From an optimization exercise on the open Yosys and OpenROAD flow, aimed at small area, a short achievable clock period and few clock cycles; shortcuts taken in it are not production practice.
In this exercise RTL edits were held to simulation tests only and were not proved equivalent to the original.

`design/flow/constraint.sdc`:
```
create_clock -name core_clock -period 12.0 [get_ports {clk}]
set_input_delay 2.4000 -clock core_clock [delete_from_list [all_inputs] [get_ports {clk}]]
set_output_delay 2.4000 -clock core_clock [all_outputs]
set_load 0.01 [all_outputs]
```
`design/flow/config.mk`:
```
export PLATFORM = sky130hd
export DESIGN_NAME = mips_core
export DESIGN_NICKNAME = mips_core
export VERILOG_FILES = /design/flow/design.v
export SDC_FILE = /design/flow/constraint.sdc
export NUM_CORES = 4
export LEC_CHECK = 0
export CAP_MARGIN = 20
export CORE_MARGIN = 2
export CORE_UTILIZATION = 40
export SLEW_MARGIN = 20
```
`design/flow/run.sh`:
```
#!/bin/bash
# synth_recipe.tcl (not shown) runs the flow's synth.tcl, then flattens the netlist and writes it again
# the make line also repeats each setting of config.mk as NAME=value (left out here)
make -C /OpenROAD-flow-scripts/flow DESIGN_CONFIG=/design/flow/config.mk WORK_HOME=/design/flow/orfs CLKGATE_MAP_FILE= SYNTH_SCRIPT=/design/flow/synth_recipe.tcl finish
```
`design/flow/design.v`:
```
`timescale 1 ns/10 ps
module mips_core (clk, rst, iaddr, idata, daddr, dwr, ddout, ddin);
	input         clk;
	input         rst;
	output [9:0]  iaddr;
	input  [31:0] idata;
	output [7:0]  daddr;
	output [31:0] ddout;
	input  [31:0] ddin;
	output        dwr;
	localparam ALU_ADD  = 4'd0;
	localparam ALU_SUB  = 4'd1;
	localparam ALU_AND  = 4'd2;
	localparam ALU_OR   = 4'd3;
	localparam ALU_XOR  = 4'd4;
	localparam ALU_NOR  = 4'd5;
	localparam ALU_SLT  = 4'd6;
	localparam ALU_SLTU = 4'd7;
	localparam ALU_SLL  = 4'd8;
	localparam ALU_SRL  = 4'd9;
	localparam ALU_SRA  = 4'd10;
	localparam ALU_LUI  = 4'd11;
	localparam ALU_MUL  = 4'd12;
	localparam ALU_LINK = 4'd13;
	reg  [31:0] f_pc;
	wire [31:0] f_ir;
	reg  [31:0] d_pc;
	reg  [31:0] d_ir;
	reg         d_valid;
	wire [5:0]  d_op     = d_ir[31:26];
	wire [4:0]  d_rs     = d_ir[25:21];
	wire [4:0]  d_rt     = d_ir[20:16];
	wire [4:0]  d_rd     = d_ir[15:11];
	wire [4:0]  d_shamt  = d_ir[10:6];
	wire [5:0]  d_funct  = d_ir[5:0];
	wire [31:0] d_imm32  = {{16{d_ir[15]}}, d_ir[15:0]};
	reg         d_RegWrite;
	reg  [4:0]  d_regtoWrite;
	reg         d_MemRead;
	reg         d_MemWrite;
	reg  [3:0]  d_AluOp;
	reg         d_AluSrc;     
	reg         d_ShiftVar;   
	reg         d_useRs;
	reg         d_useRt;
	reg         d_Branch;
	reg  [2:0]  d_BrType;
	reg         d_jump;       
	reg         d_jumpReg;    
	reg         x_valid;
	reg  [31:0] x_pc;
	reg  [31:0] x_regA;
	reg  [31:0] x_regB;
	reg  [31:0] x_imm32;
	reg  [4:0]  x_rs;
	reg  [4:0]  x_rt;
	reg  [4:0]  x_shamt;
	reg  [3:0]  x_AluOp;
	reg         x_AluSrc;
	reg         x_ShiftVar;
	reg         x_RegWrite;
	reg  [4:0]  x_regtoWrite;
	reg         x_MemRead;
	reg         x_MemWrite;
	reg  [31:0] m_addr;
	reg  [31:0] m_din;
	reg         m_RegWrite;
	reg  [4:0]  m_regtoWrite;
	reg         m_MemRead;
	reg         m_MemWrite;
	reg  [31:0] w_mem_data;
	reg  [31:0] w_AluZ;
	reg         w_RegWrite;
	reg         w_MemtoReg;
	reg  [4:0]  w_regtoWrite;
	wire [31:0] WB = w_MemtoReg ? w_mem_data : w_AluZ;
	reg  [31:0] RegBank [1:31];
	assign iaddr = f_pc[9:0];
	assign f_ir  = idata;
	always @(*) begin
		d_RegWrite   = 1'b0;
		d_regtoWrite = d_rt;
		d_MemRead    = 1'b0;
		d_MemWrite   = 1'b0;
		d_AluOp      = ALU_ADD;
		d_AluSrc     = 1'b0;
		d_ShiftVar   = 1'b0;
		d_useRs      = 1'b0;
		d_useRt      = 1'b0;
		d_Branch     = 1'b0;
		d_BrType     = 3'd0;
		d_jump       = 1'b0;
		d_jumpReg    = 1'b0;
		case (d_op)
			6'b000000: begin  
				d_regtoWrite = d_rd;
				d_useRs = 1'b1;
				d_useRt = 1'b1;
				d_RegWrite = 1'b1;
				case (d_funct)
					6'b100000: d_AluOp = ALU_ADD;   
					6'b100001: d_AluOp = ALU_ADD;   
					6'b100010: d_AluOp = ALU_SUB;   
					6'b100011: d_AluOp = ALU_SUB;   
					6'b100100: d_AluOp = ALU_AND;   
					6'b100101: d_AluOp = ALU_OR;    
					6'b100110: d_AluOp = ALU_XOR;   
					6'b100111: d_AluOp = ALU_NOR;   
					6'b101010: d_AluOp = ALU_SLT;   
					6'b101011: d_AluOp = ALU_SLTU;  
					6'b000000: d_AluOp = ALU_SLL;   
					6'b000010: d_AluOp = ALU_SRL;   
					6'b000011: d_AluOp = ALU_SRA;   
					6'b000100: begin d_AluOp = ALU_SLL; d_ShiftVar = 1'b1; end  
					6'b000110: begin d_AluOp = ALU_SRL; d_ShiftVar = 1'b1; end  
					6'b000111: begin d_AluOp = ALU_SRA; d_ShiftVar = 1'b1; end  
					6'b001000: begin  
						d_RegWrite = 1'b0;
						d_useRt = 1'b0;
						d_jumpReg = 1'b1;
					end
					6'b001001: begin  
						d_useRt = 1'b0;
						d_jumpReg = 1'b1;
						d_AluOp = ALU_LINK;
						d_regtoWrite = 5'd31;
					end
					default: d_RegWrite = 1'b0;
				endcase
			end
			6'b011100: begin  
				d_regtoWrite = d_rd;
				d_useRs = 1'b1;
				d_useRt = 1'b1;
				d_AluOp = ALU_MUL;
				d_RegWrite = (d_funct == 6'b000010);
			end
			6'b000100, 6'b000101: begin  
				d_useRs = 1'b1;
				d_useRt = 1'b1;
				d_Branch = 1'b1;
				d_BrType = {2'b00, d_op[0]};
			end
			6'b000110, 6'b000111: begin  
				d_useRs = 1'b1;
				d_Branch = 1'b1;
				d_BrType = {2'b01, d_op[0]};
			end
			6'b000001: begin  
				d_useRs = 1'b1;
				if (d_rt[3:1] == 3'b000) begin
					d_Branch = 1'b1;
					d_BrType = {2'b10, d_rt[0]};
					d_RegWrite = d_rt[4];
					d_regtoWrite = 5'd31;
					d_AluOp = ALU_LINK;
				end
			end
			6'b000010: d_jump = 1'b1;  
			6'b000011: begin  
				d_jump = 1'b1;
				d_RegWrite = 1'b1;
				d_regtoWrite = 5'd31;
				d_AluOp = ALU_LINK;
			end
			6'b100011: begin  
				d_useRs = 1'b1;
				d_AluSrc = 1'b1;
				d_RegWrite = 1'b1;
				d_MemRead = 1'b1;
			end
			6'b101011: begin  
				d_useRs = 1'b1;
				d_useRt = 1'b1;
				d_AluSrc = 1'b1;
				d_MemWrite = 1'b1;
			end
			6'b001000, 6'b001001: begin  
				d_useRs = 1'b1;
				d_AluSrc = 1'b1;
				d_RegWrite = 1'b1;
			end
			6'b001010: begin  
				d_useRs = 1'b1;
				d_AluSrc = 1'b1;
				d_RegWrite = 1'b1;
				d_AluOp = ALU_SLT;
			end
			6'b001011: begin  
				d_useRs = 1'b1;
				d_AluSrc = 1'b1;
				d_RegWrite = 1'b1;
				d_AluOp = ALU_SLTU;
			end
			6'b001100: begin  
				d_useRs = 1'b1;
				d_AluSrc = 1'b1;
				d_RegWrite = 1'b1;
				d_AluOp = ALU_AND;
			end
			6'b001101: begin  
				d_useRs = 1'b1;
				d_AluSrc = 1'b1;
				d_RegWrite = 1'b1;
				d_AluOp = ALU_OR;
			end
			6'b001110: begin  
				d_useRs = 1'b1;
				d_AluSrc = 1'b1;
				d_RegWrite = 1'b1;
				d_AluOp = ALU_XOR;
			end
			6'b001111: begin  
				d_AluSrc = 1'b1;
				d_RegWrite = 1'b1;
				d_AluOp = ALU_LUI;
			end
			default: ;
		endcase
	end
	wire [31:0] rf_A = (d_rs == 5'd0) ? 32'd0 :
	                   (w_RegWrite && w_regtoWrite == d_rs) ? WB : RegBank[d_rs];
	wire [31:0] rf_B = (d_rt == 5'd0) ? 32'd0 :
	                   (w_RegWrite && w_regtoWrite == d_rt) ? WB : RegBank[d_rt];
	always @(posedge clk)
		if (w_RegWrite && w_regtoWrite != 5'd0)
			RegBank[w_regtoWrite] <= WB;
	wire x_hitRs = x_valid && x_RegWrite && x_regtoWrite != 5'd0 && x_regtoWrite == d_rs;
	wire x_hitRt = x_valid && x_RegWrite && x_regtoWrite != 5'd0 && x_regtoWrite == d_rt;
	wire m_hitRs = m_RegWrite && m_regtoWrite != 5'd0 && m_regtoWrite == d_rs;
	wire m_hitRt = m_RegWrite && m_regtoWrite != 5'd0 && m_regtoWrite == d_rt;
	wire d_ctrl  = d_Branch || d_jumpReg;
	wire stall_LW = d_valid && x_MemRead &&
	                ((d_useRs && x_hitRs) || (d_useRt && x_hitRt));
	wire stall_BR = d_valid && d_ctrl &&
	                ((d_useRs && (x_hitRs || (m_hitRs && m_MemRead))) ||
	                 (d_useRt && (x_hitRt || (m_hitRt && m_MemRead))));
	wire stall = stall_LW || stall_BR;
	wire [31:0] d_regA = m_hitRs ? m_addr : rf_A;
	wire [31:0] d_regB = m_hitRt ? m_addr : rf_B;
	reg equal;
	always @(*) begin
		case (d_BrType)
			3'b000: equal = (d_regA == d_regB);                           
			3'b001: equal = (d_regA != d_regB);                           
			3'b010: equal = d_regA[31] || (d_regA == 32'd0);              
			3'b011: equal = !d_regA[31] && (d_regA != 32'd0);             
			3'b100: equal = d_regA[31];                                   
			3'b101: equal = !d_regA[31];                                  
			default: equal = 1'b0;
		endcase
	end
	wire [31:0] branch_value = d_pc + d_imm32 + 32'd1;
	wire [31:0] jump_value   = {d_pc[31:26], d_ir[25:0]};
	wire PCSrc   = d_valid && !stall && d_Branch && equal;
	wire d_takeJ = d_valid && d_jump;
	wire d_takeR = d_valid && !stall && d_jumpReg;
	wire redirect = PCSrc || d_takeJ || d_takeR;
	wire [31:0] nextPC = d_takeJ ? jump_value :
	                     d_takeR ? d_regA :
	                     PCSrc   ? branch_value : f_pc + 32'd1;
	wire fwdA_m = m_RegWrite && m_regtoWrite != 5'd0 && m_regtoWrite == x_rs;
	wire fwdA_w = w_RegWrite && w_regtoWrite != 5'd0 && w_regtoWrite == x_rs;
	wire fwdB_m = m_RegWrite && m_regtoWrite != 5'd0 && m_regtoWrite == x_rt;
	wire fwdB_w = w_RegWrite && w_regtoWrite != 5'd0 && w_regtoWrite == x_rt;
	wire [31:0] x_A  = fwdA_m ? m_addr : fwdA_w ? WB : x_regA;
	wire [31:0] x_Bs = fwdB_m ? m_addr : fwdB_w ? WB : x_regB;
	wire [31:0] aluA = x_A;
	wire [31:0] aluB = x_AluSrc ? x_imm32 : x_Bs;
	wire [4:0]  shamt = x_ShiftVar ? x_A[4:0] : x_shamt;
	reg [31:0] aluZ;
	always @(*) begin
		case (x_AluOp)
			ALU_ADD:  aluZ = aluA + aluB;
			ALU_SUB:  aluZ = aluA - aluB;
			ALU_AND:  aluZ = aluA & aluB;
			ALU_OR:   aluZ = aluA | aluB;
			ALU_XOR:  aluZ = aluA ^ aluB;
			ALU_NOR:  aluZ = ~(aluA | aluB);
			ALU_SLT:  aluZ = {31'd0, $signed(aluA) < $signed(aluB)};
			ALU_SLTU: aluZ = {31'd0, aluA < aluB};
			ALU_SLL:  aluZ = aluB << shamt;
			ALU_SRL:  aluZ = aluB >> shamt;
			ALU_SRA:  aluZ = $signed(aluB) >>> shamt;
			ALU_LUI:  aluZ = {aluB[15:0], 16'h0000};
			ALU_MUL:  aluZ = aluA * aluB;
			ALU_LINK: aluZ = x_pc + 32'd1;
			default:  aluZ = 32'd0;
		endcase
	end
	always @(posedge clk) begin
		if (rst) begin
			f_pc       <= 32'd0;
			d_valid    <= 1'b0;
			x_valid    <= 1'b0;
			x_RegWrite <= 1'b0;
			x_MemRead  <= 1'b0;
			x_MemWrite <= 1'b0;
			m_RegWrite <= 1'b0;
			m_MemRead  <= 1'b0;
			m_MemWrite <= 1'b0;
			w_RegWrite <= 1'b0;
		end else begin
			if (!stall) begin
				f_pc    <= nextPC;
				d_pc    <= f_pc;
				d_ir    <= f_ir;
				d_valid <= !redirect;
			end
			x_valid      <= d_valid && !stall;
			x_RegWrite   <= d_valid && !stall && d_RegWrite;
			x_MemRead    <= d_valid && !stall && d_MemRead;
			x_MemWrite   <= d_valid && !stall && d_MemWrite;
			x_pc         <= d_pc;
			x_regA       <= rf_A;
			x_regB       <= rf_B;
			x_imm32      <= d_imm32;
			x_rs         <= d_rs;
			x_rt         <= d_rt;
			x_shamt      <= d_shamt;
			x_AluOp      <= d_AluOp;
			x_AluSrc     <= d_AluSrc;
			x_ShiftVar   <= d_ShiftVar;
			x_regtoWrite <= d_regtoWrite;
			m_RegWrite   <= x_RegWrite;
			m_MemRead    <= x_MemRead;
			m_MemWrite   <= x_MemWrite;
			m_addr       <= aluZ;
			m_din        <= x_Bs;
			m_regtoWrite <= x_regtoWrite;
			w_RegWrite   <= m_RegWrite;
			w_MemtoReg   <= m_MemRead;
			w_mem_data   <= ddin;
			w_AluZ       <= m_addr;
			w_regtoWrite <= m_regtoWrite;
		end
	end
	assign daddr = (m_MemRead || m_MemWrite) ? m_addr[7:0] : 8'd0;
	assign ddout = m_din;
	assign dwr   = m_MemWrite;
endmodule
```
==> results.txt <==
## sequential cells by signal, summed over array words and instances (netlist names), 16 cells and up, named ones only
| signal | flops |
|---|---|
| RegBank | 992 |
| d_ir | 32 |
| d_pc | 32 |
| f_pc | 32 |
| m_addr | 32 |
| m_din | 32 |
| w_AluZ | 32 |
| w_mem_data | 32 |
| x_imm32 | 16 |
| x_pc | 32 |
| x_regA | 32 |
| x_regB | 32 |
## layout by cell type, fill, tap and decap left out, drive strengths merged, types with 99 or more instances in the layout
cell type	instances
edfxtp	1328
nor2	770
nand2	631
inv	535
fa	411
mux2i	393
mux4	342
a21oi	334
o21ai	317
buf	304
ha	251
clkbuf	186
xnor2	159
a211oi	146
nand3	127
a22oi	121
clkdlybuf4s50	115
nor3	108
xor2	104
o22ai	99
## cells by family after synthesis
logic type	count (synthesis)	synth area share [%]
fa+ha+maj	662	12.5
compound gates	1565	11.6
buf+inv	1081	4.92
mux	800	13.6
simple gates	2044	10.1
xor+xnor	264	2.55
flops	1379	44.9
## metal layers
layer | GRT usage (%) | share of wire [%] | vias up
li1 | - | - | 29100
met1 | 42.8 | 36 | 36600
met4 | 25.5 | 9.0 | 20
met2 | 51.6 | 44 | 4991
met5 | 0 | 0.038 | -
met3 | 9.41 | 12 | 1416
## layout make-up
class | count | share of cell area [%]
inverters | 548 | 2.03
repair buffers | 419 | 3.46
multi-input cells | 5335 | 45.5
well taps | 3009 | 3.69
clock inverters | 94 | 1.22
clock buffers | 186 | 3.92
flip-flops and latches | 1379 | 40.1
diodes | 9 | 0.0221
## timing repair
item                                    4_1_cts  5_1_grt
endpoints found under the setup margin        0        1
hold buffers                                  0        0
gates resized for setup                       0        1
## how the worst max path moves through the flow
stage | cells past startpoint | end | slack (ns) | start
2_1_floorplan | 36 | m_addr[31]$_DFFE_PN_ | 2.80 | w_regtoWrite[4]$_DFFE_PN_
3_3_place_gp | 27 | m_addr[30]$_DFFE_PN_ | -0.35 | w_regtoWrite[4]$_DFFE_PN_
3_5_place_dp | 27 | m_addr[30]$_DFFE_PN_ | 0.31 | w_regtoWrite[4]$_DFFE_PN_
4_1_cts | 27 | m_addr[30]$_DFFE_PN_ | 0.35 | w_regtoWrite[4]$_DFFE_PN_
5_1_grt | 31 | m_addr[31]$_DFFE_PN_ | 0.32 | w_regtoWrite[3]$_DFFE_PN_
6_report | 27 | m_addr[30]$_DFFE_PN_ | 0.54 | w_regtoWrite[4]$_DFFE_PN_
## through the flow
step	cell area, um^2	utilization [%]
after floorplan	91200	-
after CTS	102000	44.9
after global placement	96600	42.5
after detailed placement	96600	42.6
final	102000	44.9
after global routing	102000	44.9
==> results.txt <==
- Number of CTS-inserted buffers: about 160
- Final routed DRC violation total: 0
- TritonCTS clock tree: yes
- Core ar.: between 0.2 and 0.25 mm^2
- Run status: no timing/DRC/antenna violations
- Total track usage: around a third
- Proportion of synthesized chip area in sequential cells: between 40% and 50%
- Clock sink total: between 1000 and 1500
- Cells after Synth: around 7800
- Cell with the largest stage delay on the worst path: sky130_fd_sc_hd__a221o_1
- Sum of net half-perimeters after detailed placement: between 200000 and 300000 um
- Clock latency reported for the late side of the worst-skew pair: ~0.86 ns
- DIE HEIGHT: roughly 480 um
- Antenna violation net count after detailed routing: 0
- Path type of the worst min-delay path: register to register
- # nets final: 8566
- Setup Slack @ Placement: a little over 0.3 ns
- Terminating pin of the worst hold path: m_MemWrite$_SDFF_PP0_
- Arr. time, crit path: around 12 ns
- Quantity of I/O buffers inserted on ports: 116
- Detailed-route wire length per cell: approximately 37 um
- Total number of vias: slightly above 70000
- Starting utilization of the core area: about two fifths
- Largest buffer count on any clock path: 3
- Number of violations of the max-capacitance limit: 0
- Kind of end point of the critical path: register
- Overall routed net length: ~400000 um
- Post-CTS Repair Setup Buffers: 0
- Final setup violation count: 0
- Number of antenna violations at the first check in global routing: 33
- Hold Path Stages: 1
- Layout fillers: 20700
- Setup Crit Path Kind: register to register
- Proportion of synthesized flip-flops having asynchronous set or reset: 0%
- Overall die width: 481 um
- R2r startpoint: w_regtoWrite[4]$_DFFE_PN_
- Vias/cell: approximately 6.6
- Hold Slack: 0.436 ns
- Number of instances in the placed design: 10700
- Layout cells sized above 1: between 10% and 20%
- Final number of max-transition violations: 0
- Top cells by count, synth: 1328 x sky130_fd_sc_hd__edfxtp_1, 769 x sky130_fd_sc_hd__nor2_1, 631 x sky130_fd_sc_hd__nand2_1, 523 x sky130_fd_sc_hd__inv_1, 411 x sky130_fd_sc_hd__fa_1
- Sum of negative setup slack: 0 ns
- Period utilisation layout: between 90% and 100%
- Area taken by multi-input logic gates: ~0.046 mm^2
- Post-synth EDFFs: 1328
- Final hold violation count: 0
- Pin count of the biggest net entering global routing: 105
- Relative max-transition margin: roughly 7.5%
- Warning count from the yosys run: 1
- Iteration-0 DRC count of the detailed router: between 10000 and 15000
- Library cell appearing most often on the critical path: sky130_fd_sc_hd__fa_1
- Commonest register cell after synthesis: sky130_fd_sc_hd__edfxtp_1
- Actual slew at the worst max-slew pin: around 1.4 ns
- Top delay family on crit path: adder cells
- Required arrival time at the worst endpoint: 12.57 ns
- Total iterations of the first detailed-routing run: 8
- Worst Slack Setup Final: 0.543 ns
- Wire length of the first global-routing pass: between 500000 and 600000 um
- Maximum fanout count along the critical path: 17
- Clk slew on worst S/H paths: ~0.08 ns
- Root buf cell: sky130_fd_sc_hd__clkbuf_16
- Number of core rows: approximately 180
- Cell taking the most area after synthesis: sky130_fd_sc_hd__edfxtp_1
- Cell types with the largest area share after synthesis: sky130_fd_sc_hd__edfxtp_1 44%, sky130_fd_sc_hd__fa_1 9.0%, sky130_fd_sc_hd__mux4_2 8.4%
- Via count of the first global-routing pass: around 70000
- End of the worst register-to-register path: m_addr[30]$_DFFE_PN_
- Setup skew after layout: 0.0614 ns
- Reg2reg setup slack: between 0.5 and 0.6 ns
- Max Clock Freq: ~87 MHz
- Buffers plus inverters on the worst setup path: 5
- Min Clock Period, post-route: between 10 and 15 ns
- Ports: about 120
- Nets in the synthesized netlist: around 8500
- Register bit count reported by yosys: between 1000 and 1500
- Unrepaired setup endpoints after global routing: no
- Overflow after GRT: 0
- Slowest cell delay on critical path: approximately 0.87 ns
- Distinct cell type count of the synthesized netlist: between 100 and 150
- R2R cell count: 27
- Die footprint: ~0.23 mm^2
- Startpoint of the most critical hold path: x_MemWrite$_SDFF_PP0_
- Startpoint type of the worst setup path: register
- Filler-free cell count of the finished design: about 11000
- Syn Area/Cell: 11.7 um^2
- Cell Area, Synth: just over 0.09 mm^2
- Flip-flop and latch area: 0.0409 mm^2
- Depth of the CTS H-tree: 4
- Portion of synthesized cell area occupied by the leading cell type: 43.7%
- Most frequent cell after synthesis: sky130_fd_sc_hd__edfxtp_1
- Layout Area Growth over Synthesis: 11.8%
- Last weighted congestion value of the routability-driven placer: between 1 and 1.5
Testbench counts, summed over its fixed seeds: cycles 24,885.

afterwards: timing with drivers on the ports:
How much do the figures lean on ideal ports? The routed layout below was timed once more, with nothing changed but the port constraints. Step 1 sets driving cells, clkbuf_16 on the clock port and buf_2 on the other inputs (assumed; they add their load-dependent delay and slew). Step 2 adds t to the input delays and takes it off the output delays; t is the mean of the earliest and latest rising clock arrival at the registers after step 1. Input paths then give back, and output paths get back, about the clock's delay inside the block. Slacks: ideal ports / drivers / drivers and shift; pairs: ideal ports / drivers.
t, ns: 0.918
setup WS [ns]: 0.543 / 0.543 / 0.543
worst setup path at the end: register to register
worst register clock-pin slew, ns: 0.08 / 0.08
cell pins on the clock port's net: 1
After both steps setup and hold are still met in this run. For this run, drivers alone change the setup slack by 0.000 ns; drivers and shift together by 0.000 ns.
